From an optimization exercise on the open Yosys and OpenROAD flow, aimed at small area and a short achievable clock period; shortcuts taken in it are not production practice. No run shown here included a check of the RTL's function; only the layout flow was run.

==> flow/design.v (outline; a module is shown in full before it is edited, if it fits) <==
// module mult16_top: 17 lines
// module mul_aoi21: 3 lines
// module mul_fa: 4 lines
// module mul_inv: 3 lines
// module mul_mux2i: 3 lines
// module mul_nand2: 3 lines
// module mul_nor2: 3 lines
// module mul_oai21: 3 lines
// module mul_xnor2: 3 lines
// module mul_xor2: 3 lines
// module multiplier_16bit: 2048 lines
module mult16_top (
  input         clk,
  input  [15:0] a,
  input  [15:0] b,
  output [31:0] p
);
  // ...
==> flow/flow/run.sh <==
#!/bin/bash
# The standard layout (the standard.sh), except that the input and output
# port buffers are buf_2 cells and clock tree synthesis inserts no dummy loads.
# All of the flow's output goes to standard.log.
set -e
export BUFFER_PORTS_ARGS="-buffer_cell sky130_fd_sc_hd__buf_2"
export CTS_ARGS="-sink_clustering_enable -repair_clock_nets -dont_use_dummy_load -buf_list sky130_fd_sc_hd__clkbuf_8 -sink_clustering_size 64 -sink_clustering_max_diameter 300"
bash standard.sh > standard.log 2>&1
==> flow/standard.sh <==
#!/bin/bash
# synth_recipe.tcl (not shown) runs the flow's synth.tcl, then flattens the netlist and writes it again
# the make line also repeats each setting of config.mk as NAME=value (left out here)
make -C /OpenROAD-flow-scripts/flow DESIGN_CONFIG=/design/flow/config.mk WORK_HOME=/design/flow/orfs CLKGATE_MAP_FILE= SYNTH_SCRIPT=/design/flow/synth_recipe.tcl "${@:-finish}"
==> flow/config.mk <==
export PLATFORM = sky130hd
export DESIGN_NAME = mult16_top
export DESIGN_NICKNAME = mult16_top
export VERILOG_FILES = /design/flow/design.v
export SDC_FILE = /design/flow/constraint.sdc
export NUM_CORES = 4
export LEC_CHECK = 0
export CAP_MARGIN = 20
export CORE_MARGIN = 2
export CORE_UTILIZATION = 40
export CTS_BUF_LIST = sky130_fd_sc_hd__clkbuf_8
export CTS_CLUSTER_DIAMETER = 300
export CTS_CLUSTER_SIZE = 64
export SLEW_MARGIN = 20
export SYNTH_HIERARCHICAL = 1
export SYNTH_MINIMUM_KEEP_SIZE = 0
==> flow/constraint.sdc <==
create_clock -name core_clock -period 15.0 [get_ports {clk}]
set_input_delay 3.0000 -clock core_clock [delete_from_list [all_inputs] [get_ports {clk}]]
set_output_delay 3.0000 -clock core_clock [all_outputs]
set_load 0.01 [all_outputs]
==> flow_summary.yaml, run 1 <==
sta:
  finalHoldViolCount: 0
  timing.hold.ws_ns: 0.611
  period_share_pct: 35.0
outcome:
  status: "complete, no violations"
layout:
  seq_area_sq_um: 1280
  final_core_util_pct: 43.0
critical_path:
  path_buf_inv: 2
  startpoint: "b_r[8]"
  startpoint_type: "register"
  endpoint: "p_r[28]"
logic_synthesis:
  synth_ff_type: "dfxtp_1"
  syn_area_sq_um: 8770
  synth_fp_nets: 1223
  yosys_warnings: 7
  yosysTopAreaCellShare_pct: 39.7
route:
  wl_met2_um: 10600
global_routing:
  grt_max_degree: 14
  grt_util_met3_pct: 2.94
place:
  routabilityCongestion: 0.916
  dpl_cell_area_sq_um: 9210
floorplanning:
  die_w_um: 152
clock_network:
  insertion_delay_ns: 0.38
  h-tree-depth: 3
hold_path:
  hold_depth: 2
  worstHoldPathType: "reg2reg"
==> run 2, diff against run 1 <==
==> flow/design.v (replaced) <==
module mult16_top (
  input         clk,
  input  [15:0] a,
  input  [15:0] b,
  output [31:0] p
);
  reg  [15:0] a_r, b_r;
  reg  [31:0] p_r;
  wire [31:0] o;
  multiplier_16bit u_mul (.a(a_r), .b(b_r), .o(o));
  always @(posedge clk) begin
    a_r <= a;
    b_r <= b;
    p_r <= o;
  end
  assign p = p_r;
endmodule

module ha(input a, b, output sum, cout);
  assign {cout, sum} = a + b;
endmodule
module fa(input a, b, cin, output sum, cout);
  assign {cout, sum} = a + b + cin;
endmodule
module multiplier_16bit(input [15:0] a, b, output [31:0] o);
  wire pp_0_0;
  wire pp_0_1;
  wire pp_0_2;
  wire pp_0_3;
  wire pp_0_4;
  wire pp_0_5;
  wire pp_0_6;
  wire pp_0_7;
  wire pp_0_8;
  wire pp_0_9;
  wire pp_0_10;
  wire pp_0_11;
  wire pp_0_12;
  wire pp_0_13;
  wire pp_0_14;
  wire pp_0_15;
  wire pp_1_0;
  wire pp_1_1;
  wire pp_1_2;
  wire pp_1_3;
  wire pp_1_4;
  wire pp_1_5;
  wire pp_1_6;
  wire pp_1_7;
  wire pp_1_8;
  wire pp_1_9;
  wire pp_1_10;
  wire pp_1_11;
  wire pp_1_12;
  wire pp_1_13;
  wire pp_1_14;
  wire pp_1_15;
  wire pp_2_0;
  wire pp_2_1;
  wire pp_2_2;
  wire pp_2_3;
  wire pp_2_4;
  wire pp_2_5;
  wire pp_2_6;
  wire pp_2_7;
  wire pp_2_8;
  wire pp_2_9;
  wire pp_2_10;
  wire pp_2_11;
  wire pp_2_12;
  wire pp_2_13;
  wire pp_2_14;
  wire pp_2_15;
  wire pp_3_0;
  wire pp_3_1;
  wire pp_3_2;
  wire pp_3_3;
  wire pp_3_4;
  wire pp_3_5;
  wire pp_3_6;
  wire pp_3_7;
  wire pp_3_8;
  wire pp_3_9;
  wire pp_3_10;
  wire pp_3_11;
  wire pp_3_12;
  wire pp_3_13;
  wire pp_3_14;
  wire pp_3_15;
  wire pp_4_0;
  wire pp_4_1;
  wire pp_4_2;
  wire pp_4_3;
  wire pp_4_4;
  wire pp_4_5;
  wire pp_4_6;
  wire pp_4_7;
  wire pp_4_8;
  wire pp_4_9;
  wire pp_4_10;
  wire pp_4_11;
  wire pp_4_12;
  wire pp_4_13;
  wire pp_4_14;
  wire pp_4_15;
  wire pp_5_0;
  wire pp_5_1;
  wire pp_5_2;
  wire pp_5_3;
  wire pp_5_4;
  wire pp_5_5;
  wire pp_5_6;
  wire pp_5_7;
  wire pp_5_8;
  wire pp_5_9;
  wire pp_5_10;
  wire pp_5_11;
  wire pp_5_12;
  wire pp_5_13;
  wire pp_5_14;
  wire pp_5_15;
  wire pp_6_0;
  wire pp_6_1;
  wire pp_6_2;
  wire pp_6_3;
  wire pp_6_4;
  wire pp_6_5;
  wire pp_6_6;
  wire pp_6_7;
  wire pp_6_8;
  wire pp_6_9;
  wire pp_6_10;
  wire pp_6_11;
  wire pp_6_12;
  wire pp_6_13;
  wire pp_6_14;
  wire pp_6_15;
  wire pp_7_0;
  wire pp_7_1;
  wire pp_7_2;
  wire pp_7_3;
  wire pp_7_4;
  wire pp_7_5;
  wire pp_7_6;
  wire pp_7_7;
  wire pp_7_8;
  wire pp_7_9;
  wire pp_7_10;
  wire pp_7_11;
  wire pp_7_12;
  wire pp_7_13;
  wire pp_7_14;
  wire pp_7_15;
  wire pp_8_0;
  wire pp_8_1;
  wire pp_8_2;
  wire pp_8_3;
  wire pp_8_4;
  wire pp_8_5;
  wire pp_8_6;
  wire pp_8_7;
  wire pp_8_8;
  wire pp_8_9;
  wire pp_8_10;
  wire pp_8_11;
  wire pp_8_12;
  wire pp_8_13;
  wire pp_8_14;
  wire pp_8_15;
  wire pp_9_0;
  wire pp_9_1;
  wire pp_9_2;
  wire pp_9_3;
  wire pp_9_4;
  wire pp_9_5;
  wire pp_9_6;
  wire pp_9_7;
  wire pp_9_8;
  wire pp_9_9;
  wire pp_9_10;
  wire pp_9_11;
  wire pp_9_12;
  wire pp_9_13;
  wire pp_9_14;
  wire pp_9_15;
  wire pp_10_0;
  wire pp_10_1;
  wire pp_10_2;
  wire pp_10_3;
  wire pp_10_4;
  wire pp_10_5;
  wire pp_10_6;
  wire pp_10_7;
  wire pp_10_8;
  wire pp_10_9;
  wire pp_10_10;
  wire pp_10_11;
  wire pp_10_12;
  wire pp_10_13;
  wire pp_10_14;
  wire pp_10_15;
  wire pp_11_0;
  wire pp_11_1;
  wire pp_11_2;
  wire pp_11_3;
  wire pp_11_4;
  wire pp_11_5;
  wire pp_11_6;
  wire pp_11_7;
  wire pp_11_8;
  wire pp_11_9;
  wire pp_11_10;
  wire pp_11_11;
  wire pp_11_12;
  wire pp_11_13;
  wire pp_11_14;
  wire pp_11_15;
  wire pp_12_0;
  wire pp_12_1;
  wire pp_12_2;
  wire pp_12_3;
  wire pp_12_4;
  wire pp_12_5;
  wire pp_12_6;
  wire pp_12_7;
  wire pp_12_8;
  wire pp_12_9;
  wire pp_12_10;
  wire pp_12_11;
  wire pp_12_12;
  wire pp_12_13;
  wire pp_12_14;
  wire pp_12_15;
  wire pp_13_0;
  wire pp_13_1;
  wire pp_13_2;
  wire pp_13_3;
  wire pp_13_4;
  wire pp_13_5;
  wire pp_13_6;
  wire pp_13_7;
  wire pp_13_8;
  wire pp_13_9;
  wire pp_13_10;
  wire pp_13_11;
  wire pp_13_12;
  wire pp_13_13;
  wire pp_13_14;
  wire pp_13_15;
  wire pp_14_0;
  wire pp_14_1;
  wire pp_14_2;
  wire pp_14_3;
  wire pp_14_4;
  wire pp_14_5;
  wire pp_14_6;
  wire pp_14_7;
  wire pp_14_8;
  wire pp_14_9;
  wire pp_14_10;
  wire pp_14_11;
  wire pp_14_12;
  wire pp_14_13;
  wire pp_14_14;
  wire pp_14_15;
  wire pp_15_0;
  wire pp_15_1;
  wire pp_15_2;
  wire pp_15_3;
  wire pp_15_4;
  wire pp_15_5;
  wire pp_15_6;
  wire pp_15_7;
  wire pp_15_8;
  wire pp_15_9;
  wire pp_15_10;
  wire pp_15_11;
  wire pp_15_12;
  wire pp_15_13;
  wire pp_15_14;
  wire pp_15_15;
  wire s1;
  wire c2;
  wire s3;
  wire c4;
  wire s5;
  wire c6;
  wire s7;
  wire c8;
  wire s9;
  wire c10;
  wire s11;
  wire c12;
  wire s13;
  wire c14;
  wire s15;
  wire c16;
  wire s17;
  wire c18;
  wire s19;
  wire c20;
  wire s21;
  wire c22;
  wire s23;
  wire c24;
  wire s25;
  wire c26;
  wire s27;
  wire c28;
  wire s29;
  wire c30;
  wire s31;
  wire c32;
  wire s33;
  wire c34;
  wire s35;
  wire c36;
  wire s37;
  wire c38;
  wire s39;
  wire c40;
  wire s41;
  wire c42;
  wire s43;
  wire c44;
  wire s45;
  wire c46;
  wire s47;
  wire c48;
  wire s49;
  wire c50;
  wire s51;
  wire c52;
  wire s53;
  wire c54;
  wire s55;
  wire c56;
  wire s57;
  wire c58;
  wire s59;
  wire c60;
  wire s61;
  wire c62;
  wire s63;
  wire c64;
  wire s65;
  wire c66;
  wire s67;
  wire c68;
  wire s69;
  wire c70;
  wire s71;
  wire c72;
  wire s73;
  wire c74;
  wire s75;
  wire c76;
  wire s77;
  wire c78;
  wire s79;
  wire c80;
  wire s81;
  wire c82;
  wire s83;
  wire c84;
  wire s85;
  wire c86;
  wire s87;
  wire c88;
  wire s89;
  wire c90;
  wire s91;
  wire c92;
  wire s93;
  wire c94;
  wire s95;
  wire c96;
  wire s97;
  wire c98;
  wire s99;
  wire c100;
  wire s101;
  wire c102;
  wire s103;
  wire c104;
  wire s105;
  wire c106;
  wire s107;
  wire c108;
  wire s109;
  wire c110;
  wire s111;
  wire c112;
  wire s113;
  wire c114;
  wire s115;
  wire c116;
  wire s117;
  wire c118;
  wire s119;
  wire c120;
  wire s121;
  wire c122;
  wire s123;
  wire c124;
  wire s125;
  wire c126;
  wire s127;
  wire c128;
  wire s129;
  wire c130;
  wire s131;
  wire c132;
  wire s133;
  wire c134;
  wire s135;
  wire c136;
  wire s137;
  wire c138;
  wire s139;
  wire c140;
  wire s141;
  wire c142;
  wire s143;
  wire c144;
  wire s145;
  wire c146;
  wire s147;
  wire c148;
  wire s149;
  wire c150;
  wire s151;
  wire c152;
  wire s153;
  wire c154;
  wire s155;
  wire c156;
  wire s157;
  wire c158;
  wire s159;
  wire c160;
  wire s161;
  wire c162;
  wire s163;
  wire c164;
  wire s165;
  wire c166;
  wire s167;
  wire c168;
  wire s169;
  wire c170;
  wire s171;
  wire c172;
  wire s173;
  wire c174;
  wire s175;
  wire c176;
  wire s177;
  wire c178;
  wire s179;
  wire c180;
  wire s181;
  wire c182;
  wire s183;
  wire c184;
  wire s185;
  wire c186;
  wire s187;
  wire c188;
  wire s189;
  wire c190;
  wire s191;
  wire c192;
  wire s193;
  wire c194;
  wire s195;
  wire c196;
  wire s197;
  wire c198;
  wire s199;
  wire c200;
  wire s201;
  wire c202;
  wire s203;
  wire c204;
  wire s205;
  wire c206;
  wire s207;
  wire c208;
  wire s209;
  wire c210;
  wire s211;
  wire c212;
  wire s213;
  wire c214;
  wire s215;
  wire c216;
  wire s217;
  wire c218;
  wire s219;
  wire c220;
  wire s221;
  wire c222;
  wire s223;
  wire c224;
  wire s225;
  wire c226;
  wire s227;
  wire c228;
  wire s229;
  wire c230;
  wire s231;
  wire c232;
  wire s233;
  wire c234;
  wire s235;
  wire c236;
  wire s237;
  wire c238;
  wire s239;
  wire c240;
  wire s241;
  wire c242;
  wire s243;
  wire c244;
  wire s245;
  wire c246;
  wire s247;
  wire c248;
  wire s249;
  wire c250;
  wire s251;
  wire c252;
  wire s253;
  wire c254;
  wire s255;
  wire c256;
  wire s257;
  wire c258;
  wire s259;
  wire c260;
  wire s261;
  wire c262;
  wire s263;
  wire c264;
  wire s265;
  wire c266;
  wire s267;
  wire c268;
  wire s269;
  wire c270;
  wire s271;
  wire c272;
  wire s273;
  wire c274;
  wire s275;
  wire c276;
  wire s277;
  wire c278;
  wire s279;
  wire c280;
  wire s281;
  wire c282;
  wire s283;
  wire c284;
  wire s285;
  wire c286;
  wire s287;
  wire c288;
  wire s289;
  wire c290;
  wire s291;
  wire c292;
  wire s293;
  wire c294;
  wire s295;
  wire c296;
  wire s297;
  wire c298;
  wire s299;
  wire c300;
  wire s301;
  wire c302;
  wire s303;
  wire c304;
  wire s305;
  wire c306;
  wire s307;
  wire c308;
  wire s309;
  wire c310;
  wire s311;
  wire c312;
  wire s313;
  wire c314;
  wire s315;
  wire c316;
  wire s317;
  wire c318;
  wire s319;
  wire c320;
  wire s321;
  wire c322;
  wire s323;
  wire c324;
  wire s325;
  wire c326;
  wire s327;
  wire c328;
  wire s329;
  wire c330;
  wire s331;
  wire c332;
  wire s333;
  wire c334;
  wire s335;
  wire c336;
  wire s337;
  wire c338;
  wire s339;
  wire c340;
  wire s341;
  wire c342;
  wire s343;
  wire c344;
  wire s345;
  wire c346;
  wire s347;
  wire c348;
  wire s349;
  wire c350;
  wire s351;
  wire c352;
  wire s353;
  wire c354;
  wire s355;
  wire c356;
  wire s357;
  wire c358;
  wire s359;
  wire c360;
  wire s361;
  wire c362;
  wire s363;
  wire c364;
  wire s365;
  wire c366;
  wire s367;
  wire c368;
  wire s369;
  wire c370;
  wire s371;
  wire c372;
  wire s373;
  wire c374;
  wire s375;
  wire c376;
  wire s377;
  wire c378;
  wire s379;
  wire c380;
  wire s381;
  wire c382;
  wire s383;
  wire c384;
  wire s385;
  wire c386;
  wire s387;
  wire c388;
  wire s389;
  wire c390;
  wire s391;
  wire c392;
  wire s393;
  wire c394;
  wire s395;
  wire c396;
  wire s397;
  wire c398;
  wire s399;
  wire c400;
  wire s401;
  wire c402;
  wire s403;
  wire c404;
  wire s405;
  wire c406;
  wire s407;
  wire c408;
  wire s409;
  wire c410;
  wire s411;
  wire c412;
  wire s413;
  wire c414;
  wire s415;
  wire c416;
  wire s417;
  wire c418;
  wire s419;
  wire c420;
  assign pp_0_0 = a[0] & b[0];
  assign pp_0_1 = a[0] & b[1];
  assign pp_0_2 = a[0] & b[2];
  assign pp_0_3 = a[0] & b[3];
  assign pp_0_4 = a[0] & b[4];
  assign pp_0_5 = a[0] & b[5];
  assign pp_0_6 = a[0] & b[6];
  assign pp_0_7 = a[0] & b[7];
  assign pp_0_8 = a[0] & b[8];
  assign pp_0_9 = a[0] & b[9];
  assign pp_0_10 = a[0] & b[10];
  assign pp_0_11 = a[0] & b[11];
  assign pp_0_12 = a[0] & b[12];
  assign pp_0_13 = a[0] & b[13];
  assign pp_0_14 = a[0] & b[14];
  assign pp_0_15 = a[0] & b[15];
  assign pp_1_0 = a[1] & b[0];
  assign pp_1_1 = a[1] & b[1];
  assign pp_1_2 = a[1] & b[2];
  assign pp_1_3 = a[1] & b[3];
  assign pp_1_4 = a[1] & b[4];
  assign pp_1_5 = a[1] & b[5];
  assign pp_1_6 = a[1] & b[6];
  assign pp_1_7 = a[1] & b[7];
  assign pp_1_8 = a[1] & b[8];
  assign pp_1_9 = a[1] & b[9];
  assign pp_1_10 = a[1] & b[10];
  assign pp_1_11 = a[1] & b[11];
  assign pp_1_12 = a[1] & b[12];
  assign pp_1_13 = a[1] & b[13];
  assign pp_1_14 = a[1] & b[14];
  assign pp_1_15 = a[1] & b[15];
  assign pp_2_0 = a[2] & b[0];
  assign pp_2_1 = a[2] & b[1];
  assign pp_2_2 = a[2] & b[2];
  assign pp_2_3 = a[2] & b[3];
  assign pp_2_4 = a[2] & b[4];
  assign pp_2_5 = a[2] & b[5];
  assign pp_2_6 = a[2] & b[6];
  assign pp_2_7 = a[2] & b[7];
  assign pp_2_8 = a[2] & b[8];
  assign pp_2_9 = a[2] & b[9];
  assign pp_2_10 = a[2] & b[10];
  assign pp_2_11 = a[2] & b[11];
  assign pp_2_12 = a[2] & b[12];
  assign pp_2_13 = a[2] & b[13];
  assign pp_2_14 = a[2] & b[14];
  assign pp_2_15 = a[2] & b[15];
  assign pp_3_0 = a[3] & b[0];
  assign pp_3_1 = a[3] & b[1];
  assign pp_3_2 = a[3] & b[2];
  assign pp_3_3 = a[3] & b[3];
  assign pp_3_4 = a[3] & b[4];
  assign pp_3_5 = a[3] & b[5];
  assign pp_3_6 = a[3] & b[6];
  assign pp_3_7 = a[3] & b[7];
  assign pp_3_8 = a[3] & b[8];
  assign pp_3_9 = a[3] & b[9];
  assign pp_3_10 = a[3] & b[10];
  assign pp_3_11 = a[3] & b[11];
  assign pp_3_12 = a[3] & b[12];
  assign pp_3_13 = a[3] & b[13];
  assign pp_3_14 = a[3] & b[14];
  assign pp_3_15 = a[3] & b[15];
  assign pp_4_0 = a[4] & b[0];
  assign pp_4_1 = a[4] & b[1];
  assign pp_4_2 = a[4] & b[2];
  assign pp_4_3 = a[4] & b[3];
  assign pp_4_4 = a[4] & b[4];
  assign pp_4_5 = a[4] & b[5];
  assign pp_4_6 = a[4] & b[6];
  assign pp_4_7 = a[4] & b[7];
  assign pp_4_8 = a[4] & b[8];
  assign pp_4_9 = a[4] & b[9];
  assign pp_4_10 = a[4] & b[10];
  assign pp_4_11 = a[4] & b[11];
  assign pp_4_12 = a[4] & b[12];
  assign pp_4_13 = a[4] & b[13];
  assign pp_4_14 = a[4] & b[14];
  assign pp_4_15 = a[4] & b[15];
  assign pp_5_0 = a[5] & b[0];
  assign pp_5_1 = a[5] & b[1];
  assign pp_5_2 = a[5] & b[2];
  assign pp_5_3 = a[5] & b[3];
  assign pp_5_4 = a[5] & b[4];
  assign pp_5_5 = a[5] & b[5];
  assign pp_5_6 = a[5] & b[6];
  assign pp_5_7 = a[5] & b[7];
  assign pp_5_8 = a[5] & b[8];
  assign pp_5_9 = a[5] & b[9];
  assign pp_5_10 = a[5] & b[10];
  assign pp_5_11 = a[5] & b[11];
  assign pp_5_12 = a[5] & b[12];
  assign pp_5_13 = a[5] & b[13];
  assign pp_5_14 = a[5] & b[14];
  assign pp_5_15 = a[5] & b[15];
  assign pp_6_0 = a[6] & b[0];
  assign pp_6_1 = a[6] & b[1];
  assign pp_6_2 = a[6] & b[2];
  assign pp_6_3 = a[6] & b[3];
  assign pp_6_4 = a[6] & b[4];
  assign pp_6_5 = a[6] & b[5];
  assign pp_6_6 = a[6] & b[6];
  assign pp_6_7 = a[6] & b[7];
  assign pp_6_8 = a[6] & b[8];
  assign pp_6_9 = a[6] & b[9];
  assign pp_6_10 = a[6] & b[10];
  assign pp_6_11 = a[6] & b[11];
  assign pp_6_12 = a[6] & b[12];
  assign pp_6_13 = a[6] & b[13];
  assign pp_6_14 = a[6] & b[14];
  assign pp_6_15 = a[6] & b[15];
  assign pp_7_0 = a[7] & b[0];
  assign pp_7_1 = a[7] & b[1];
  assign pp_7_2 = a[7] & b[2];
  assign pp_7_3 = a[7] & b[3];
  assign pp_7_4 = a[7] & b[4];
  assign pp_7_5 = a[7] & b[5];
  assign pp_7_6 = a[7] & b[6];
  assign pp_7_7 = a[7] & b[7];
  assign pp_7_8 = a[7] & b[8];
  assign pp_7_9 = a[7] & b[9];
  assign pp_7_10 = a[7] & b[10];
  assign pp_7_11 = a[7] & b[11];
  assign pp_7_12 = a[7] & b[12];
  assign pp_7_13 = a[7] & b[13];
  assign pp_7_14 = a[7] & b[14];
  assign pp_7_15 = a[7] & b[15];
  assign pp_8_0 = a[8] & b[0];
  assign pp_8_1 = a[8] & b[1];
  assign pp_8_2 = a[8] & b[2];
  assign pp_8_3 = a[8] & b[3];
  assign pp_8_4 = a[8] & b[4];
  assign pp_8_5 = a[8] & b[5];
  assign pp_8_6 = a[8] & b[6];
  assign pp_8_7 = a[8] & b[7];
  assign pp_8_8 = a[8] & b[8];
  assign pp_8_9 = a[8] & b[9];
  assign pp_8_10 = a[8] & b[10];
  assign pp_8_11 = a[8] & b[11];
  assign pp_8_12 = a[8] & b[12];
  assign pp_8_13 = a[8] & b[13];
  assign pp_8_14 = a[8] & b[14];
  assign pp_8_15 = a[8] & b[15];
  assign pp_9_0 = a[9] & b[0];
  assign pp_9_1 = a[9] & b[1];
  assign pp_9_2 = a[9] & b[2];
  assign pp_9_3 = a[9] & b[3];
  assign pp_9_4 = a[9] & b[4];
  assign pp_9_5 = a[9] & b[5];
  assign pp_9_6 = a[9] & b[6];
  assign pp_9_7 = a[9] & b[7];
  assign pp_9_8 = a[9] & b[8];
  assign pp_9_9 = a[9] & b[9];
  assign pp_9_10 = a[9] & b[10];
  assign pp_9_11 = a[9] & b[11];
  assign pp_9_12 = a[9] & b[12];
  assign pp_9_13 = a[9] & b[13];
  assign pp_9_14 = a[9] & b[14];
  assign pp_9_15 = a[9] & b[15];
  assign pp_10_0 = a[10] & b[0];
  assign pp_10_1 = a[10] & b[1];
  assign pp_10_2 = a[10] & b[2];
  assign pp_10_3 = a[10] & b[3];
  assign pp_10_4 = a[10] & b[4];
  assign pp_10_5 = a[10] & b[5];
  assign pp_10_6 = a[10] & b[6];
  assign pp_10_7 = a[10] & b[7];
  assign pp_10_8 = a[10] & b[8];
  assign pp_10_9 = a[10] & b[9];
  assign pp_10_10 = a[10] & b[10];
  assign pp_10_11 = a[10] & b[11];
  assign pp_10_12 = a[10] & b[12];
  assign pp_10_13 = a[10] & b[13];
  assign pp_10_14 = a[10] & b[14];
  assign pp_10_15 = a[10] & b[15];
  assign pp_11_0 = a[11] & b[0];
  assign pp_11_1 = a[11] & b[1];
  assign pp_11_2 = a[11] & b[2];
  assign pp_11_3 = a[11] & b[3];
  assign pp_11_4 = a[11] & b[4];
  assign pp_11_5 = a[11] & b[5];
  assign pp_11_6 = a[11] & b[6];
  assign pp_11_7 = a[11] & b[7];
  assign pp_11_8 = a[11] & b[8];
  assign pp_11_9 = a[11] & b[9];
  assign pp_11_10 = a[11] & b[10];
  assign pp_11_11 = a[11] & b[11];
  assign pp_11_12 = a[11] & b[12];
  assign pp_11_13 = a[11] & b[13];
  assign pp_11_14 = a[11] & b[14];
  assign pp_11_15 = a[11] & b[15];
  assign pp_12_0 = a[12] & b[0];
  assign pp_12_1 = a[12] & b[1];
  assign pp_12_2 = a[12] & b[2];
  assign pp_12_3 = a[12] & b[3];
  assign pp_12_4 = a[12] & b[4];
  assign pp_12_5 = a[12] & b[5];
  assign pp_12_6 = a[12] & b[6];
  assign pp_12_7 = a[12] & b[7];
  assign pp_12_8 = a[12] & b[8];
  assign pp_12_9 = a[12] & b[9];
  assign pp_12_10 = a[12] & b[10];
  assign pp_12_11 = a[12] & b[11];
  assign pp_12_12 = a[12] & b[12];
  assign pp_12_13 = a[12] & b[13];
  assign pp_12_14 = a[12] & b[14];
  assign pp_12_15 = a[12] & b[15];
  assign pp_13_0 = a[13] & b[0];
  assign pp_13_1 = a[13] & b[1];
  assign pp_13_2 = a[13] & b[2];
  assign pp_13_3 = a[13] & b[3];
  assign pp_13_4 = a[13] & b[4];
  assign pp_13_5 = a[13] & b[5];
  assign pp_13_6 = a[13] & b[6];
  assign pp_13_7 = a[13] & b[7];
  assign pp_13_8 = a[13] & b[8];
  assign pp_13_9 = a[13] & b[9];
  assign pp_13_10 = a[13] & b[10];
  assign pp_13_11 = a[13] & b[11];
  assign pp_13_12 = a[13] & b[12];
  assign pp_13_13 = a[13] & b[13];
  assign pp_13_14 = a[13] & b[14];
  assign pp_13_15 = a[13] & b[15];
  assign pp_14_0 = a[14] & b[0];
  assign pp_14_1 = a[14] & b[1];
  assign pp_14_2 = a[14] & b[2];
  assign pp_14_3 = a[14] & b[3];
  assign pp_14_4 = a[14] & b[4];
  assign pp_14_5 = a[14] & b[5];
  assign pp_14_6 = a[14] & b[6];
  assign pp_14_7 = a[14] & b[7];
  assign pp_14_8 = a[14] & b[8];
  assign pp_14_9 = a[14] & b[9];
  assign pp_14_10 = a[14] & b[10];
  assign pp_14_11 = a[14] & b[11];
  assign pp_14_12 = a[14] & b[12];
  assign pp_14_13 = a[14] & b[13];
  assign pp_14_14 = a[14] & b[14];
  assign pp_14_15 = a[14] & b[15];
  assign pp_15_0 = a[15] & b[0];
  assign pp_15_1 = a[15] & b[1];
  assign pp_15_2 = a[15] & b[2];
  assign pp_15_3 = a[15] & b[3];
  assign pp_15_4 = a[15] & b[4];
  assign pp_15_5 = a[15] & b[5];
  assign pp_15_6 = a[15] & b[6];
  assign pp_15_7 = a[15] & b[7];
  assign pp_15_8 = a[15] & b[8];
  assign pp_15_9 = a[15] & b[9];
  assign pp_15_10 = a[15] & b[10];
  assign pp_15_11 = a[15] & b[11];
  assign pp_15_12 = a[15] & b[12];
  assign pp_15_13 = a[15] & b[13];
  assign pp_15_14 = a[15] & b[14];
  assign pp_15_15 = a[15] & b[15];
  ha u_ha1 (.a(pp_0_13), .b(pp_10_3), .sum(s1), .cout(c2));
  fa u_fa1 (.a(pp_0_14), .b(pp_10_4), .cin(pp_11_3), .sum(s3), .cout(c4));
  ha u_ha2 (.a(pp_12_2), .b(pp_13_1), .sum(s5), .cout(c6));
  fa u_fa2 (.a(pp_0_15), .b(pp_10_5), .cin(pp_11_4), .sum(s7), .cout(c8));
  fa u_fa3 (.a(pp_12_3), .b(pp_13_2), .cin(pp_14_1), .sum(s9), .cout(c10));
  ha u_ha3 (.a(pp_15_0), .b(pp_1_14), .sum(s11), .cout(c12));
  fa u_fa4 (.a(pp_10_6), .b(pp_11_5), .cin(pp_12_4), .sum(s13), .cout(c14));
  fa u_fa5 (.a(pp_13_3), .b(pp_14_2), .cin(pp_15_1), .sum(s15), .cout(c16));
  ha u_ha4 (.a(pp_1_15), .b(pp_2_14), .sum(s17), .cout(c18));
  fa u_fa6 (.a(pp_10_7), .b(pp_11_6), .cin(pp_12_5), .sum(s19), .cout(c20));
  fa u_fa7 (.a(pp_13_4), .b(pp_14_3), .cin(pp_15_2), .sum(s21), .cout(c22));
  fa u_fa8 (.a(pp_10_8), .b(pp_11_7), .cin(pp_12_6), .sum(s23), .cout(c24));
  ha u_ha5 (.a(pp_0_9), .b(pp_1_8), .sum(s25), .cout(c26));
  fa u_fa9 (.a(pp_0_10), .b(pp_10_0), .cin(pp_1_9), .sum(s27), .cout(c28));
  ha u_ha6 (.a(pp_2_8), .b(pp_3_7), .sum(s29), .cout(c30));
  fa u_fa10 (.a(pp_0_11), .b(pp_10_1), .cin(pp_11_0), .sum(s31), .cout(c32));
  fa u_fa11 (.a(pp_1_10), .b(pp_2_9), .cin(pp_3_8), .sum(s33), .cout(c34));
  ha u_ha7 (.a(pp_4_7), .b(pp_5_6), .sum(s35), .cout(c36));
  fa u_fa12 (.a(pp_0_12), .b(pp_10_2), .cin(pp_11_1), .sum(s37), .cout(c38));
  fa u_fa13 (.a(pp_12_0), .b(pp_1_11), .cin(pp_2_10), .sum(s39), .cout(c40));
  fa u_fa14 (.a(pp_3_9), .b(pp_4_8), .cin(pp_5_7), .sum(s41), .cout(c42));
  ha u_ha8 (.a(pp_6_6), .b(pp_7_5), .sum(s43), .cout(c44));
  fa u_fa15 (.a(pp_11_2), .b(pp_12_1), .cin(pp_13_0), .sum(s45), .cout(c46));
  fa u_fa16 (.a(pp_1_12), .b(pp_2_11), .cin(pp_3_10), .sum(s47), .cout(c48));
  fa u_fa17 (.a(pp_4_9), .b(pp_5_8), .cin(pp_6_7), .sum(s49), .cout(c50));
  fa u_fa18 (.a(pp_7_6), .b(pp_8_5), .cin(pp_9_4), .sum(s51), .cout(c52));
  fa u_fa19 (.a(pp_14_0), .b(pp_1_13), .cin(pp_2_12), .sum(s53), .cout(c54));
  fa u_fa20 (.a(pp_3_11), .b(pp_4_10), .cin(pp_5_9), .sum(s55), .cout(c56));
  fa u_fa21 (.a(pp_6_8), .b(pp_7_7), .cin(pp_8_6), .sum(s57), .cout(c58));
  fa u_fa22 (.a(pp_9_5), .b(c2), .cin(s5), .sum(s59), .cout(c60));
  fa u_fa23 (.a(pp_2_13), .b(pp_3_12), .cin(pp_4_11), .sum(s61), .cout(c62));
  fa u_fa24 (.a(pp_5_10), .b(pp_6_9), .cin(pp_7_8), .sum(s63), .cout(c64));
  fa u_fa25 (.a(pp_8_7), .b(pp_9_6), .cin(c6), .sum(s65), .cout(c66));
  fa u_fa26 (.a(s11), .b(c4), .cin(s7), .sum(s67), .cout(c68));
  fa u_fa27 (.a(pp_3_13), .b(pp_4_12), .cin(pp_5_11), .sum(s69), .cout(c70));
  fa u_fa28 (.a(pp_6_10), .b(pp_7_9), .cin(pp_8_8), .sum(s71), .cout(c72));
  fa u_fa29 (.a(pp_9_7), .b(c12), .cin(s17), .sum(s73), .cout(c74));
  fa u_fa30 (.a(c10), .b(c8), .cin(s13), .sum(s75), .cout(c76));
  fa u_fa31 (.a(pp_2_15), .b(pp_3_14), .cin(pp_4_13), .sum(s77), .cout(c78));
  fa u_fa32 (.a(pp_5_12), .b(pp_6_11), .cin(pp_7_10), .sum(s79), .cout(c80));
  fa u_fa33 (.a(pp_8_9), .b(pp_9_8), .cin(c18), .sum(s81), .cout(c82));
  fa u_fa34 (.a(c14), .b(c16), .cin(s19), .sum(s83), .cout(c84));
  fa u_fa35 (.a(pp_13_5), .b(pp_14_4), .cin(pp_15_3), .sum(s85), .cout(c86));
  fa u_fa36 (.a(pp_3_15), .b(pp_4_14), .cin(pp_5_13), .sum(s87), .cout(c88));
  fa u_fa37 (.a(pp_6_12), .b(pp_7_11), .cin(pp_8_10), .sum(s89), .cout(c90));
  fa u_fa38 (.a(pp_9_9), .b(c20), .cin(c22), .sum(s91), .cout(c92));
  fa u_fa39 (.a(pp_10_9), .b(pp_11_8), .cin(pp_12_7), .sum(s93), .cout(c94));
  fa u_fa40 (.a(pp_13_6), .b(pp_14_5), .cin(pp_15_4), .sum(s95), .cout(c96));
  fa u_fa41 (.a(pp_4_15), .b(pp_5_14), .cin(pp_6_13), .sum(s97), .cout(c98));
  fa u_fa42 (.a(pp_7_12), .b(pp_8_11), .cin(pp_9_10), .sum(s99), .cout(c100));
  fa u_fa43 (.a(pp_10_10), .b(pp_11_9), .cin(pp_12_8), .sum(s101), .cout(c102));
  fa u_fa44 (.a(pp_13_7), .b(pp_14_6), .cin(pp_15_5), .sum(s103), .cout(c104));
  fa u_fa45 (.a(pp_5_15), .b(pp_6_14), .cin(pp_7_13), .sum(s105), .cout(c106));
  fa u_fa46 (.a(pp_10_11), .b(pp_11_10), .cin(pp_12_9), .sum(s107), .cout(c108));
  fa u_fa47 (.a(pp_13_8), .b(pp_14_7), .cin(pp_15_6), .sum(s109), .cout(c110));
  fa u_fa48 (.a(pp_10_12), .b(pp_11_11), .cin(pp_12_10), .sum(s111), .cout(c112));
  ha u_ha9 (.a(pp_0_6), .b(pp_1_5), .sum(s113), .cout(c114));
  fa u_fa49 (.a(pp_0_7), .b(pp_1_6), .cin(pp_2_5), .sum(s115), .cout(c116));
  ha u_ha10 (.a(pp_3_4), .b(pp_4_3), .sum(s117), .cout(c118));
  fa u_fa50 (.a(pp_0_8), .b(pp_1_7), .cin(pp_2_6), .sum(s119), .cout(c120));
  fa u_fa51 (.a(pp_3_5), .b(pp_4_4), .cin(pp_5_3), .sum(s121), .cout(c122));
  ha u_ha11 (.a(pp_6_2), .b(pp_7_1), .sum(s123), .cout(c124));
  fa u_fa52 (.a(pp_2_7), .b(pp_3_6), .cin(pp_4_5), .sum(s125), .cout(c126));
  fa u_fa53 (.a(pp_5_4), .b(pp_6_3), .cin(pp_7_2), .sum(s127), .cout(c128));
  fa u_fa54 (.a(pp_8_1), .b(pp_9_0), .cin(s25), .sum(s129), .cout(c130));
  fa u_fa55 (.a(pp_4_6), .b(pp_5_5), .cin(pp_6_4), .sum(s131), .cout(c132));
  fa u_fa56 (.a(pp_7_3), .b(pp_8_2), .cin(pp_9_1), .sum(s133), .cout(c134));
  fa u_fa57 (.a(c26), .b(s29), .cin(s27), .sum(s135), .cout(c136));
  fa u_fa58 (.a(pp_6_5), .b(pp_7_4), .cin(pp_8_3), .sum(s137), .cout(c138));
  fa u_fa59 (.a(pp_9_2), .b(c30), .cin(s35), .sum(s139), .cout(c140));
  fa u_fa60 (.a(c28), .b(s31), .cin(s33), .sum(s141), .cout(c142));
  fa u_fa61 (.a(pp_8_4), .b(pp_9_3), .cin(c36), .sum(s143), .cout(c144));
  fa u_fa62 (.a(s43), .b(c32), .cin(c34), .sum(s145), .cout(c146));
  fa u_fa63 (.a(s37), .b(s39), .cin(s41), .sum(s147), .cout(c148));
  fa u_fa64 (.a(c44), .b(s1), .cin(c38), .sum(s149), .cout(c150));
  fa u_fa65 (.a(c40), .b(c42), .cin(s45), .sum(s151), .cout(c152));
  fa u_fa66 (.a(s47), .b(s49), .cin(s51), .sum(s153), .cout(c154));
  fa u_fa67 (.a(c46), .b(c48), .cin(c50), .sum(s155), .cout(c156));
  fa u_fa68 (.a(c52), .b(s3), .cin(s53), .sum(s157), .cout(c158));
  fa u_fa69 (.a(s55), .b(s57), .cin(s59), .sum(s159), .cout(c160));
  fa u_fa70 (.a(c54), .b(c56), .cin(c58), .sum(s161), .cout(c162));
  fa u_fa71 (.a(s61), .b(s63), .cin(s9), .sum(s163), .cout(c164));
  fa u_fa72 (.a(s65), .b(c60), .cin(s67), .sum(s165), .cout(c166));
  fa u_fa73 (.a(c62), .b(c64), .cin(s15), .sum(s167), .cout(c168));
  fa u_fa74 (.a(s69), .b(s71), .cin(c66), .sum(s169), .cout(c170));
  fa u_fa75 (.a(s73), .b(c68), .cin(s75), .sum(s171), .cout(c172));
  fa u_fa76 (.a(c70), .b(c72), .cin(s21), .sum(s173), .cout(c174));
  fa u_fa77 (.a(s77), .b(s79), .cin(s81), .sum(s175), .cout(c176));
  fa u_fa78 (.a(c74), .b(c76), .cin(s83), .sum(s177), .cout(c178));
  fa u_fa79 (.a(c78), .b(c80), .cin(s23), .sum(s179), .cout(c180));
  fa u_fa80 (.a(s85), .b(s87), .cin(s89), .sum(s181), .cout(c182));
  fa u_fa81 (.a(c82), .b(c84), .cin(s91), .sum(s183), .cout(c184));
  fa u_fa82 (.a(c24), .b(c86), .cin(c88), .sum(s185), .cout(c186));
  fa u_fa83 (.a(c90), .b(s93), .cin(s95), .sum(s187), .cout(c188));
  fa u_fa84 (.a(s97), .b(s99), .cin(c92), .sum(s189), .cout(c190));
  fa u_fa85 (.a(pp_8_12), .b(pp_9_11), .cin(c100), .sum(s191), .cout(c192));
  fa u_fa86 (.a(c94), .b(c96), .cin(c98), .sum(s193), .cout(c194));
  fa u_fa87 (.a(s101), .b(s103), .cin(s105), .sum(s195), .cout(c196));
  fa u_fa88 (.a(pp_6_15), .b(pp_7_14), .cin(pp_8_13), .sum(s197), .cout(c198));
  fa u_fa89 (.a(pp_9_12), .b(c102), .cin(c104), .sum(s199), .cout(c200));
  fa u_fa90 (.a(c106), .b(s107), .cin(s109), .sum(s201), .cout(c202));
  fa u_fa91 (.a(pp_13_9), .b(pp_14_8), .cin(pp_15_7), .sum(s203), .cout(c204));
  fa u_fa92 (.a(pp_7_15), .b(pp_8_14), .cin(pp_9_13), .sum(s205), .cout(c206));
  fa u_fa93 (.a(c108), .b(c110), .cin(s111), .sum(s207), .cout(c208));
  fa u_fa94 (.a(pp_10_13), .b(pp_11_12), .cin(pp_12_11), .sum(s209), .cout(c210));
  fa u_fa95 (.a(pp_13_10), .b(pp_14_9), .cin(pp_15_8), .sum(s211), .cout(c212));
  fa u_fa96 (.a(pp_8_15), .b(pp_9_14), .cin(c112), .sum(s213), .cout(c214));
  fa u_fa97 (.a(pp_10_14), .b(pp_11_13), .cin(pp_12_12), .sum(s215), .cout(c216));
  fa u_fa98 (.a(pp_13_11), .b(pp_14_10), .cin(pp_15_9), .sum(s217), .cout(c218));
  fa u_fa99 (.a(pp_10_15), .b(pp_11_14), .cin(pp_12_13), .sum(s219), .cout(c220));
  ha u_ha12 (.a(pp_0_4), .b(pp_1_3), .sum(s221), .cout(c222));
  fa u_fa100 (.a(pp_0_5), .b(pp_1_4), .cin(pp_2_3), .sum(s223), .cout(c224));
  ha u_ha13 (.a(pp_3_2), .b(pp_4_1), .sum(s225), .cout(c226));
  fa u_fa101 (.a(pp_2_4), .b(pp_3_3), .cin(pp_4_2), .sum(s227), .cout(c228));
  fa u_fa102 (.a(pp_5_1), .b(pp_6_0), .cin(s113), .sum(s229), .cout(c230));
  fa u_fa103 (.a(pp_5_2), .b(pp_6_1), .cin(pp_7_0), .sum(s231), .cout(c232));
  fa u_fa104 (.a(c114), .b(s117), .cin(s115), .sum(s233), .cout(c234));
  fa u_fa105 (.a(pp_8_0), .b(c118), .cin(s123), .sum(s235), .cout(c236));
  fa u_fa106 (.a(c116), .b(s119), .cin(s121), .sum(s237), .cout(c238));
  fa u_fa107 (.a(c124), .b(c120), .cin(c122), .sum(s239), .cout(c240));
  fa u_fa108 (.a(s125), .b(s127), .cin(s129), .sum(s241), .cout(c242));
  fa u_fa109 (.a(c126), .b(c128), .cin(s131), .sum(s243), .cout(c244));
  fa u_fa110 (.a(s133), .b(c130), .cin(s135), .sum(s245), .cout(c246));
  fa u_fa111 (.a(c132), .b(c134), .cin(s137), .sum(s247), .cout(c248));
  fa u_fa112 (.a(s139), .b(c136), .cin(s141), .sum(s249), .cout(c250));
  fa u_fa113 (.a(c138), .b(s143), .cin(c140), .sum(s251), .cout(c252));
  fa u_fa114 (.a(c142), .b(s145), .cin(s147), .sum(s253), .cout(c254));
  fa u_fa115 (.a(c144), .b(s149), .cin(c146), .sum(s255), .cout(c256));
  fa u_fa116 (.a(c148), .b(s151), .cin(s153), .sum(s257), .cout(c258));
  fa u_fa117 (.a(c150), .b(c152), .cin(c154), .sum(s259), .cout(c260));
  fa u_fa118 (.a(s155), .b(s157), .cin(s159), .sum(s261), .cout(c262));
  fa u_fa119 (.a(c156), .b(c158), .cin(s161), .sum(s263), .cout(c264));
  fa u_fa120 (.a(s163), .b(c160), .cin(s165), .sum(s265), .cout(c266));
  fa u_fa121 (.a(c162), .b(c164), .cin(s167), .sum(s267), .cout(c268));
  fa u_fa122 (.a(s169), .b(c166), .cin(s171), .sum(s269), .cout(c270));
  fa u_fa123 (.a(c168), .b(s173), .cin(c170), .sum(s271), .cout(c272));
  fa u_fa124 (.a(s175), .b(c172), .cin(s177), .sum(s273), .cout(c274));
  fa u_fa125 (.a(c174), .b(s179), .cin(s181), .sum(s275), .cout(c276));
  fa u_fa126 (.a(c176), .b(c178), .cin(s183), .sum(s277), .cout(c278));
  fa u_fa127 (.a(c180), .b(c182), .cin(s185), .sum(s279), .cout(c280));
  fa u_fa128 (.a(s187), .b(s189), .cin(c184), .sum(s281), .cout(c282));
  fa u_fa129 (.a(s191), .b(c186), .cin(c188), .sum(s283), .cout(c284));
  fa u_fa130 (.a(s193), .b(s195), .cin(c190), .sum(s285), .cout(c286));
  fa u_fa131 (.a(s197), .b(c192), .cin(c194), .sum(s287), .cout(c288));
  fa u_fa132 (.a(c196), .b(s199), .cin(s201), .sum(s289), .cout(c290));
  fa u_fa133 (.a(c198), .b(s203), .cin(s205), .sum(s291), .cout(c292));
  fa u_fa134 (.a(c200), .b(c202), .cin(s207), .sum(s293), .cout(c294));
  fa u_fa135 (.a(c204), .b(c206), .cin(s209), .sum(s295), .cout(c296));
  fa u_fa136 (.a(s211), .b(s213), .cin(c208), .sum(s297), .cout(c298));
  fa u_fa137 (.a(pp_9_15), .b(c210), .cin(c212), .sum(s299), .cout(c300));
  fa u_fa138 (.a(s215), .b(s217), .cin(c214), .sum(s301), .cout(c302));
  fa u_fa139 (.a(pp_13_12), .b(pp_14_11), .cin(pp_15_10), .sum(s303), .cout(c304));
  fa u_fa140 (.a(c216), .b(c218), .cin(s219), .sum(s305), .cout(c306));
  fa u_fa141 (.a(pp_11_15), .b(pp_12_14), .cin(pp_13_13), .sum(s307), .cout(c308));
  fa u_fa142 (.a(pp_14_12), .b(pp_15_11), .cin(c220), .sum(s309), .cout(c310));
  fa u_fa143 (.a(pp_12_15), .b(pp_13_14), .cin(pp_14_13), .sum(s311), .cout(c312));
  ha u_ha14 (.a(pp_0_3), .b(pp_1_2), .sum(s313), .cout(c314));
  fa u_fa144 (.a(pp_2_2), .b(pp_3_1), .cin(pp_4_0), .sum(s315), .cout(c316));
  fa u_fa145 (.a(pp_5_0), .b(c222), .cin(s225), .sum(s317), .cout(c318));
  fa u_fa146 (.a(c226), .b(c224), .cin(s227), .sum(s319), .cout(c320));
  fa u_fa147 (.a(c228), .b(s231), .cin(c230), .sum(s321), .cout(c322));
  fa u_fa148 (.a(c232), .b(s235), .cin(c234), .sum(s323), .cout(c324));
  fa u_fa149 (.a(c236), .b(c238), .cin(s239), .sum(s325), .cout(c326));
  fa u_fa150 (.a(c240), .b(s243), .cin(c242), .sum(s327), .cout(c328));
  fa u_fa151 (.a(c244), .b(s247), .cin(c246), .sum(s329), .cout(c330));
  fa u_fa152 (.a(c248), .b(s251), .cin(c250), .sum(s331), .cout(c332));
  fa u_fa153 (.a(c252), .b(s255), .cin(c254), .sum(s333), .cout(c334));
  fa u_fa154 (.a(c256), .b(c258), .cin(s259), .sum(s335), .cout(c336));
  fa u_fa155 (.a(c260), .b(s263), .cin(c262), .sum(s337), .cout(c338));
  fa u_fa156 (.a(c264), .b(s267), .cin(c266), .sum(s339), .cout(c340));
  fa u_fa157 (.a(c268), .b(s271), .cin(c270), .sum(s341), .cout(c342));
  fa u_fa158 (.a(c272), .b(s275), .cin(c274), .sum(s343), .cout(c344));
  fa u_fa159 (.a(c276), .b(s279), .cin(c278), .sum(s345), .cout(c346));
  fa u_fa160 (.a(c280), .b(s283), .cin(s285), .sum(s347), .cout(c348));
  fa u_fa161 (.a(s287), .b(c284), .cin(s289), .sum(s349), .cout(c350));
  fa u_fa162 (.a(s291), .b(c288), .cin(c290), .sum(s351), .cout(c352));
  fa u_fa163 (.a(c292), .b(s295), .cin(s297), .sum(s353), .cout(c354));
  fa u_fa164 (.a(c296), .b(s299), .cin(s301), .sum(s355), .cout(c356));
  fa u_fa165 (.a(s303), .b(c300), .cin(s305), .sum(s357), .cout(c358));
  fa u_fa166 (.a(c304), .b(s307), .cin(s309), .sum(s359), .cout(c360));
  fa u_fa167 (.a(pp_15_12), .b(c308), .cin(s311), .sum(s361), .cout(c362));
  fa u_fa168 (.a(pp_13_15), .b(pp_14_14), .cin(pp_15_13), .sum(s363), .cout(c364));
  ha u_ha15 (.a(pp_0_2), .b(pp_1_1), .sum(s365), .cout(c366));
  fa u_fa169 (.a(pp_2_1), .b(pp_3_0), .cin(s313), .sum(s367), .cout(c368));
  fa u_fa170 (.a(c314), .b(s221), .cin(s315), .sum(s369), .cout(c370));
  fa u_fa171 (.a(c316), .b(s223), .cin(s317), .sum(s371), .cout(c372));
  fa u_fa172 (.a(c318), .b(s229), .cin(s319), .sum(s373), .cout(c374));
  fa u_fa173 (.a(c320), .b(s233), .cin(s321), .sum(s375), .cout(c376));
  fa u_fa174 (.a(s237), .b(c322), .cin(s323), .sum(s377), .cout(c378));
  fa u_fa175 (.a(s241), .b(c324), .cin(s325), .sum(s379), .cout(c380));
  fa u_fa176 (.a(s245), .b(c326), .cin(s327), .sum(s381), .cout(c382));
  fa u_fa177 (.a(s249), .b(c328), .cin(s329), .sum(s383), .cout(c384));
  fa u_fa178 (.a(s253), .b(c330), .cin(s331), .sum(s385), .cout(c386));
  fa u_fa179 (.a(s257), .b(c332), .cin(s333), .sum(s387), .cout(c388));
  fa u_fa180 (.a(s261), .b(c334), .cin(s335), .sum(s389), .cout(c390));
  fa u_fa181 (.a(s265), .b(c336), .cin(s337), .sum(s391), .cout(c392));
  fa u_fa182 (.a(s269), .b(c338), .cin(s339), .sum(s393), .cout(c394));
  fa u_fa183 (.a(s273), .b(c340), .cin(s341), .sum(s395), .cout(c396));
  fa u_fa184 (.a(s277), .b(c342), .cin(s343), .sum(s397), .cout(c398));
  fa u_fa185 (.a(s281), .b(c344), .cin(s345), .sum(s399), .cout(c400));
  fa u_fa186 (.a(c282), .b(s347), .cin(c346), .sum(s401), .cout(c402));
  fa u_fa187 (.a(c286), .b(s349), .cin(c348), .sum(s403), .cout(c404));
  fa u_fa188 (.a(s293), .b(c350), .cin(s351), .sum(s405), .cout(c406));
  fa u_fa189 (.a(c294), .b(c352), .cin(s353), .sum(s407), .cout(c408));
  fa u_fa190 (.a(c298), .b(s355), .cin(c354), .sum(s409), .cout(c410));
  fa u_fa191 (.a(c302), .b(s357), .cin(c356), .sum(s411), .cout(c412));
  fa u_fa192 (.a(c306), .b(s359), .cin(c358), .sum(s413), .cout(c414));
  fa u_fa193 (.a(c310), .b(s361), .cin(c360), .sum(s415), .cout(c416));
  fa u_fa194 (.a(c312), .b(s363), .cin(c362), .sum(s417), .cout(c418));
  fa u_fa195 (.a(pp_14_15), .b(pp_15_14), .cin(c364), .sum(s419), .cout(c420));
  assign o[0] = pp_0_0;
  wire [30:0] fx = {1'b0, pp_15_15, s419, s417, s415, s413, s411, s409, c406, s405, s403, s401, c398, c396, c394, c392, c390, c388, c386, c384, c382, c380, c378, c376, c374, c372, c370, c368, c366, pp_2_0, pp_0_1};
  wire [30:0] fy = {1'b0, c420, c418, c416, c414, c412, c410, c408, s407, c404, c402, c400, s399, s397, s395, s393, s391, s389, s387, s385, s383, s381, s379, s377, s375, s373, s371, s369, s367, s365, pp_1_0};
  wire [30:0] g0 = fx & fy;
  wire [30:0] p0 = fx ^ fy;
  wire G1_1 = g0[1] | (p0[1] & g0[0]);
  wire P1_1 = p0[1] & p0[0];
  wire G1_3 = g0[3] | (p0[3] & g0[2]);
  wire P1_3 = p0[3] & p0[2];
  wire G1_5 = g0[5] | (p0[5] & g0[4]);
  wire P1_5 = p0[5] & p0[4];
  wire G1_7 = g0[7] | (p0[7] & g0[6]);
  wire P1_7 = p0[7] & p0[6];
  wire G1_9 = g0[9] | (p0[9] & g0[8]);
  wire P1_9 = p0[9] & p0[8];
  wire G1_11 = g0[11] | (p0[11] & g0[10]);
  wire P1_11 = p0[11] & p0[10];
  wire G1_13 = g0[13] | (p0[13] & g0[12]);
  wire P1_13 = p0[13] & p0[12];
  wire G1_15 = g0[15] | (p0[15] & g0[14]);
  wire P1_15 = p0[15] & p0[14];
  wire G1_17 = g0[17] | (p0[17] & g0[16]);
  wire P1_17 = p0[17] & p0[16];
  wire G1_19 = g0[19] | (p0[19] & g0[18]);
  wire P1_19 = p0[19] & p0[18];
  wire G1_21 = g0[21] | (p0[21] & g0[20]);
  wire P1_21 = p0[21] & p0[20];
  wire G1_23 = g0[23] | (p0[23] & g0[22]);
  wire P1_23 = p0[23] & p0[22];
  wire G1_25 = g0[25] | (p0[25] & g0[24]);
  wire P1_25 = p0[25] & p0[24];
  wire G1_27 = g0[27] | (p0[27] & g0[26]);
  wire P1_27 = p0[27] & p0[26];
  wire G1_29 = g0[29] | (p0[29] & g0[28]);
  wire P1_29 = p0[29] & p0[28];
  wire G2_2 = g0[2] | (p0[2] & G1_1);
  wire P2_2 = p0[2] & P1_1;
  wire G2_3 = G1_3 | (P1_3 & G1_1);
  wire P2_3 = P1_3 & P1_1;
  wire G2_6 = g0[6] | (p0[6] & G1_5);
  wire P2_6 = p0[6] & P1_5;
  wire G2_7 = G1_7 | (P1_7 & G1_5);
  wire P2_7 = P1_7 & P1_5;
  wire G2_10 = g0[10] | (p0[10] & G1_9);
  wire P2_10 = p0[10] & P1_9;
  wire G2_11 = G1_11 | (P1_11 & G1_9);
  wire P2_11 = P1_11 & P1_9;
  wire G2_14 = g0[14] | (p0[14] & G1_13);
  wire P2_14 = p0[14] & P1_13;
  wire G2_15 = G1_15 | (P1_15 & G1_13);
  wire P2_15 = P1_15 & P1_13;
  wire G2_18 = g0[18] | (p0[18] & G1_17);
  wire P2_18 = p0[18] & P1_17;
  wire G2_19 = G1_19 | (P1_19 & G1_17);
  wire P2_19 = P1_19 & P1_17;
  wire G2_22 = g0[22] | (p0[22] & G1_21);
  wire P2_22 = p0[22] & P1_21;
  wire G2_23 = G1_23 | (P1_23 & G1_21);
  wire P2_23 = P1_23 & P1_21;
  wire G2_26 = g0[26] | (p0[26] & G1_25);
  wire P2_26 = p0[26] & P1_25;
  wire G2_27 = G1_27 | (P1_27 & G1_25);
  wire P2_27 = P1_27 & P1_25;
  wire G2_30 = g0[30] | (p0[30] & G1_29);
  wire P2_30 = p0[30] & P1_29;
  wire G3_4 = g0[4] | (p0[4] & G2_3);
  wire P3_4 = p0[4] & P2_3;
  wire G3_5 = G1_5 | (P1_5 & G2_3);
  wire P3_5 = P1_5 & P2_3;
  wire G3_6 = G2_6 | (P2_6 & G2_3);
  wire P3_6 = P2_6 & P2_3;
  wire G3_7 = G2_7 | (P2_7 & G2_3);
  wire P3_7 = P2_7 & P2_3;
  wire G3_12 = g0[12] | (p0[12] & G2_11);
  wire P3_12 = p0[12] & P2_11;
  wire G3_13 = G1_13 | (P1_13 & G2_11);
  wire P3_13 = P1_13 & P2_11;
  wire G3_14 = G2_14 | (P2_14 & G2_11);
  wire P3_14 = P2_14 & P2_11;
  wire G3_15 = G2_15 | (P2_15 & G2_11);
  wire P3_15 = P2_15 & P2_11;
  wire G3_20 = g0[20] | (p0[20] & G2_19);
  wire P3_20 = p0[20] & P2_19;
  wire G3_21 = G1_21 | (P1_21 & G2_19);
  wire P3_21 = P1_21 & P2_19;
  wire G3_22 = G2_22 | (P2_22 & G2_19);
  wire P3_22 = P2_22 & P2_19;
  wire G3_23 = G2_23 | (P2_23 & G2_19);
  wire P3_23 = P2_23 & P2_19;
  wire G3_28 = g0[28] | (p0[28] & G2_27);
  wire P3_28 = p0[28] & P2_27;
  wire G3_29 = G1_29 | (P1_29 & G2_27);
  wire P3_29 = P1_29 & P2_27;
  wire G3_30 = G2_30 | (P2_30 & G2_27);
  wire P3_30 = P2_30 & P2_27;
  wire G4_8 = g0[8] | (p0[8] & G3_7);
  wire P4_8 = p0[8] & P3_7;
  wire G4_9 = G1_9 | (P1_9 & G3_7);
  wire P4_9 = P1_9 & P3_7;
  wire G4_10 = G2_10 | (P2_10 & G3_7);
  wire P4_10 = P2_10 & P3_7;
  wire G4_11 = G2_11 | (P2_11 & G3_7);
  wire P4_11 = P2_11 & P3_7;
  wire G4_12 = G3_12 | (P3_12 & G3_7);
  wire P4_12 = P3_12 & P3_7;
  wire G4_13 = G3_13 | (P3_13 & G3_7);
  wire P4_13 = P3_13 & P3_7;
  wire G4_14 = G3_14 | (P3_14 & G3_7);
  wire P4_14 = P3_14 & P3_7;
  wire G4_15 = G3_15 | (P3_15 & G3_7);
  wire P4_15 = P3_15 & P3_7;
  wire G4_24 = g0[24] | (p0[24] & G3_23);
  wire P4_24 = p0[24] & P3_23;
  wire G4_25 = G1_25 | (P1_25 & G3_23);
  wire P4_25 = P1_25 & P3_23;
  wire G4_26 = G2_26 | (P2_26 & G3_23);
  wire P4_26 = P2_26 & P3_23;
  wire G4_27 = G2_27 | (P2_27 & G3_23);
  wire P4_27 = P2_27 & P3_23;
  wire G4_28 = G3_28 | (P3_28 & G3_23);
  wire P4_28 = P3_28 & P3_23;
  wire G4_29 = G3_29 | (P3_29 & G3_23);
  wire P4_29 = P3_29 & P3_23;
  wire G4_30 = G3_30 | (P3_30 & G3_23);
  wire P4_30 = P3_30 & P3_23;
  wire G5_16 = g0[16] | (p0[16] & G4_15);
  wire P5_16 = p0[16] & P4_15;
  wire G5_17 = G1_17 | (P1_17 & G4_15);
  wire P5_17 = P1_17 & P4_15;
  wire G5_18 = G2_18 | (P2_18 & G4_15);
  wire P5_18 = P2_18 & P4_15;
  wire G5_19 = G2_19 | (P2_19 & G4_15);
  wire P5_19 = P2_19 & P4_15;
  wire G5_20 = G3_20 | (P3_20 & G4_15);
  wire P5_20 = P3_20 & P4_15;
  wire G5_21 = G3_21 | (P3_21 & G4_15);
  wire P5_21 = P3_21 & P4_15;
  wire G5_22 = G3_22 | (P3_22 & G4_15);
  wire P5_22 = P3_22 & P4_15;
  wire G5_23 = G3_23 | (P3_23 & G4_15);
  wire P5_23 = P3_23 & P4_15;
  wire G5_24 = G4_24 | (P4_24 & G4_15);
  wire P5_24 = P4_24 & P4_15;
  wire G5_25 = G4_25 | (P4_25 & G4_15);
  wire P5_25 = P4_25 & P4_15;
  wire G5_26 = G4_26 | (P4_26 & G4_15);
  wire P5_26 = P4_26 & P4_15;
  wire G5_27 = G4_27 | (P4_27 & G4_15);
  wire P5_27 = P4_27 & P4_15;
  wire G5_28 = G4_28 | (P4_28 & G4_15);
  wire P5_28 = P4_28 & P4_15;
  wire G5_29 = G4_29 | (P4_29 & G4_15);
  wire P5_29 = P4_29 & P4_15;
  wire G5_30 = G4_30 | (P4_30 & G4_15);
  wire P5_30 = P4_30 & P4_15;
  assign o[1] = p0[0] ^ 1'b0;
  assign o[2] = p0[1] ^ g0[0];
  assign o[3] = p0[2] ^ G1_1;
  assign o[4] = p0[3] ^ G2_2;
  assign o[5] = p0[4] ^ G2_3;
  assign o[6] = p0[5] ^ G3_4;
  assign o[7] = p0[6] ^ G3_5;
  assign o[8] = p0[7] ^ G3_6;
  assign o[9] = p0[8] ^ G3_7;
  assign o[10] = p0[9] ^ G4_8;
  assign o[11] = p0[10] ^ G4_9;
  assign o[12] = p0[11] ^ G4_10;
  assign o[13] = p0[12] ^ G4_11;
  assign o[14] = p0[13] ^ G4_12;
  assign o[15] = p0[14] ^ G4_13;
  assign o[16] = p0[15] ^ G4_14;
  assign o[17] = p0[16] ^ G4_15;
  assign o[18] = p0[17] ^ G5_16;
  assign o[19] = p0[18] ^ G5_17;
  assign o[20] = p0[19] ^ G5_18;
  assign o[21] = p0[20] ^ G5_19;
  assign o[22] = p0[21] ^ G5_20;
  assign o[23] = p0[22] ^ G5_21;
  assign o[24] = p0[23] ^ G5_22;
  assign o[25] = p0[24] ^ G5_23;
  assign o[26] = p0[25] ^ G5_24;
  assign o[27] = p0[26] ^ G5_25;
  assign o[28] = p0[27] ^ G5_26;
  assign o[29] = p0[28] ^ G5_27;
  assign o[30] = p0[29] ^ G5_28;
  assign o[31] = p0[30] ^ G5_29;
endmodule
==> flow/run.sh (new file) <==
#!/bin/bash
# synth_recipe.tcl (not shown) runs the flow's synth.tcl, then flattens the netlist and writes it again
# the make line also repeats each setting of config.mk as NAME=value (left out here)
make -C /OpenROAD-flow-scripts/flow DESIGN_CONFIG=/design/flow/config.mk WORK_HOME=/design/flow/orfs CLKGATE_MAP_FILE= SYNTH_SCRIPT=/design/flow/synth_recipe.tcl finish
==> flow/config.mk (replaced) <==
export PLATFORM = sky130hd
export DESIGN_NAME = mult16_top
export DESIGN_NICKNAME = mult16_top
export VERILOG_FILES = /design/flow/design.v
export SDC_FILE = /design/flow/constraint.sdc
export NUM_CORES = 4
export LEC_CHECK = 0
export CAP_MARGIN = 20
export CORE_MARGIN = 2
export CORE_UTILIZATION = 40
export SLEW_MARGIN = 20
removed: flow/flow/run.sh
removed: flow/standard.sh
==> run 2 against run 1 <==
  * Still clean on timing, DRC and antenna
  * Critical path depth fell by 1
  * Synthesized cell count fell by 13%
  * Global-route usage rose by 0.87 points
  * Clock skew fell by 0.012 ns
  * Routed wire length rose by 2.3%
  * Sequential cell count did not move
  * Register-to-register slack got worse by 0.66 ns
  * Critical path type unchanged
  * Critical endpoint is now p_r[30]
==> flow_summary.yaml, run 2 <==
outcome:
  status: "complete, no violations"
critical_path:
  rr_endpoint: "p_r[30]"
  startpoint_type: "register"
  startpoint: "a_r[0]"
  path_class: "reg2reg"
  critPathCaptureType: "register"
  timing.rr.start: "a_r[0]"
  worstPathMaxFanout: 16
  cp.required_ns: 15.28
  arrival_ns: 6.19
  reg2reg_slack_ns: 9.09
  reg2reg_depth: 17
  endpoint: "p_r[30]"
layout:
  area_delta_synth_final_pct: 13.9
  largest_reg_flops: 32
  drive_gt1_share_pct: 2.88
  final_core_util_pct: 46.1
  layout_commonest_cell: "fa_1"
  top_regs: "p_r: 32 flops, a_r: 16 flops, b_r: 16 flops"
  layout_common_cells: "fa_1, inv_1, and2_1, nand2_1"
  largest-register: "p_r"
  nets: 1209
  num_antenna_cells: 0
  stdcell_count: 1217
route:
  drc: 0
  post_drt_wl_per_cell_um: 16.9
  vias: 5826
  routed_via_density: 4.79
  first_pass_iters: 4
  first_iter_violations: 234
  wl_um: 20600
  final_antenna_net_count: 0
sta:
  slew_viol_final: 0
  fin_tns_setup_ns: 0
  grt_setup_unrepaired: "false"
  timing.hold.ws_ns: 0.769
  fin_skew_ns: 0.0163
  setup_violations: 0
  period_share_pct: 39.4
  finalHoldViolCount: 0
  worstMarginPinSlew_ns: 0.795
  fmax_ghz: 0.169
  period_needed_ns: 5.91
  max-slew-margin-rel_pct: 46.9
logic_synthesis:
  avgSynthCellArea_sq_um: 9.88
  synth.area.top_cells: "fa_1, dfxtp_1, and2_1, inv_1, ha_1"
  syn_area_sq_um: 8750
  synth_edf_count: 0
  synth_fp_nets: 1163
  yosysSeqAreaShare_pct: 14.6
  syn_inst: 886
  ys_seq_elements: 64
  synth.distinct_cells: 36
  synthArstFlopShare_pct: 0
  synth_top_area_cell: "fa_1"
  yosys_warnings: 1
  synth_ff_type: "dfxtp_1"
  synth_commonest_cells: "fa_1, inv_1, and2_1"
  yosysTopAreaCellShare_pct: 45.7
  yosys.cell_count.top_type: "fa_1"
clock_network:
  insertion_delay_ns: 0.36
  postCtsSetupBuffers: 0
  cts_made_buffers: 9
  post_cts_resized: 0
  clock_path_buffers: 2
  h-tree-depth: 3
  hold_buffers: 0
  cts_tree: "done"
  ctsRootBufferMaster: "clkbuf_16"
  cts_sinks: 64
  clk_pin_slew_ns: 0.07
place:
  routabilityCongestion: 0.812
  hpwl_um: 15900
  post-place-cells: 1201
  port_buffers: 64
floorplanning:
  start_util_pct: 40.5
  fp-row-count: 54
  die_w_um: 152
  fp.dieH_um: 152
  core_area_sq_um: 21600
  dieArea_sq_um: 23100
  ios: 65
hold_path:
  worstHoldPathType: "reg2reg"
global_routing:
  grt.overflow.total: 0
  grt_max_degree: 17
  antenna_found_initial: 0
  grt_pass1_wl_um: 34800
  grt_pass1_vias: 6441
  track_usage_pct: 19.4
job:
  cap_violations: 0
==> run 2: changes by cell type after synthesis, sizes merged, moves of 32 or more <==
cell / before / now
nor2: 297 / 7
clkbuf: 0 / 32
ha: 0 / 44
buf: 32 / 0
nand2: 42 / 86
and2: 0 / 182
xnor2: 98 / 12
==> run 2: cell type report <==
class | count | area, sq um
Fill cell | 2104 | 11600
Multi-Input combinational cell | 601 | 6640
Sequential cell | 64 | 1280
Inverter | 189 | 709
Timing Repair Buffer | 67 | 663
Tap cell | 280 | 350
Clock buffer | 9 | 225
Clock inverter | 7 | 101
==> run 2: how the worst min path moves through the flow <==
stage	slack [ns]	end	start	depth (start not counted)
finish	0.77	p_r[0]	a_r[0]	1
global route	0.82	p_r[0]	a_r[0]	1
CTS	0.77	p_r[0]	a_r[0]	1
detailed placement	0.76	p_r[0]	a_r[0]	1
global placement	0.75	p_r[0]	a_r[0]	1
floorplan	0.49	p_r[0]	b_r[0]	1
==> run 2: critical path, stage by stage (launching register included) <==
cell	delay, ns
dfxtp_1	0.66
and2_1	0.23
fa_1	0.42
inv_1	0.08
fa_1	0.47
fa_1	0.53
fa_1	0.43
fa_1	0.51
fa_1	0.54
inv_1	0.04
ha_1	0.35
nand3_1	0.10
a2111oi_2	0.46
o2111ai_1	0.17
o211a_2	0.23
o21ai_2	0.23
a221o_1	0.22
xor2_1	0.14
==> run 2: metrics by stage <==
step / instance area (sq um) / worst slack [ns]
6_report: 9970 / 9.09
5_1_grt: 9970 / 8.71
4_1_cts: 9970 / 9.02
3_5_place_dp: 9650 / 9.03
3_3_place_gp: 9650 / 9.19
2_1_floorplan: 8750 / 9.58
==> run 2: layer usage <==
layer | global-route usage (%) | vias to the layer above | wire [um] | share of wire [%]
met5 | 0 | - | 0 | 0
met4 | 6.19 | 0 | 411 | 2.0
met3 | 3.37 | 20 | 1210 | 5.9
met2 | 32.7 | 145 | 9960 | 48
met1 | 25.7 | 2990 | 8970 | 44
li1 | - | 2671 | - | -
==> run 2: kinds of logic (layout without fill, tap and decap cells) <==
kind of cell / after synthesis / in the layout / synth area share (%)
and+or+nand+nor: 287 / 287 / 17.9
adders and majority gates: 244 / 244 / 52.0
buffers and inverters: 221 / 272 / 9.48
DFF: 64 / 64 / 14.6
AOI/OAI and AO/OA: 49 / 49 / 3.89
xor gates and xnor gates: 21 / 21 / 2.10

-- re-timing with driven ports --
The flow's constraints put no driver on any port. The routed layouts listed below were extracted and timed again, unchanged, in two steps.
Step 1: set_driving_cell puts a clkbuf_16 on clk and a buf_2 on each other input, an assumption about the parent block.
Step 2 moves the port delays by t, midway between the first and last clock arrival at a register: inputs arrive t later, outputs are due t later. That takes back most of the time a late clock gives input paths.
Slacks: ideal / step 1 / step 2; pairs: ideal / step 1.
run | shift t [ns] | setup WS [ns] | cell pins on the clock port's net
run 1 | 0.401 | 9.748 / 9.748 / 9.748 | 1
run 2 | 0.398 | 9.092 / 9.092 / 9.092 | 1
After both steps setup and hold are still met in every run listed.
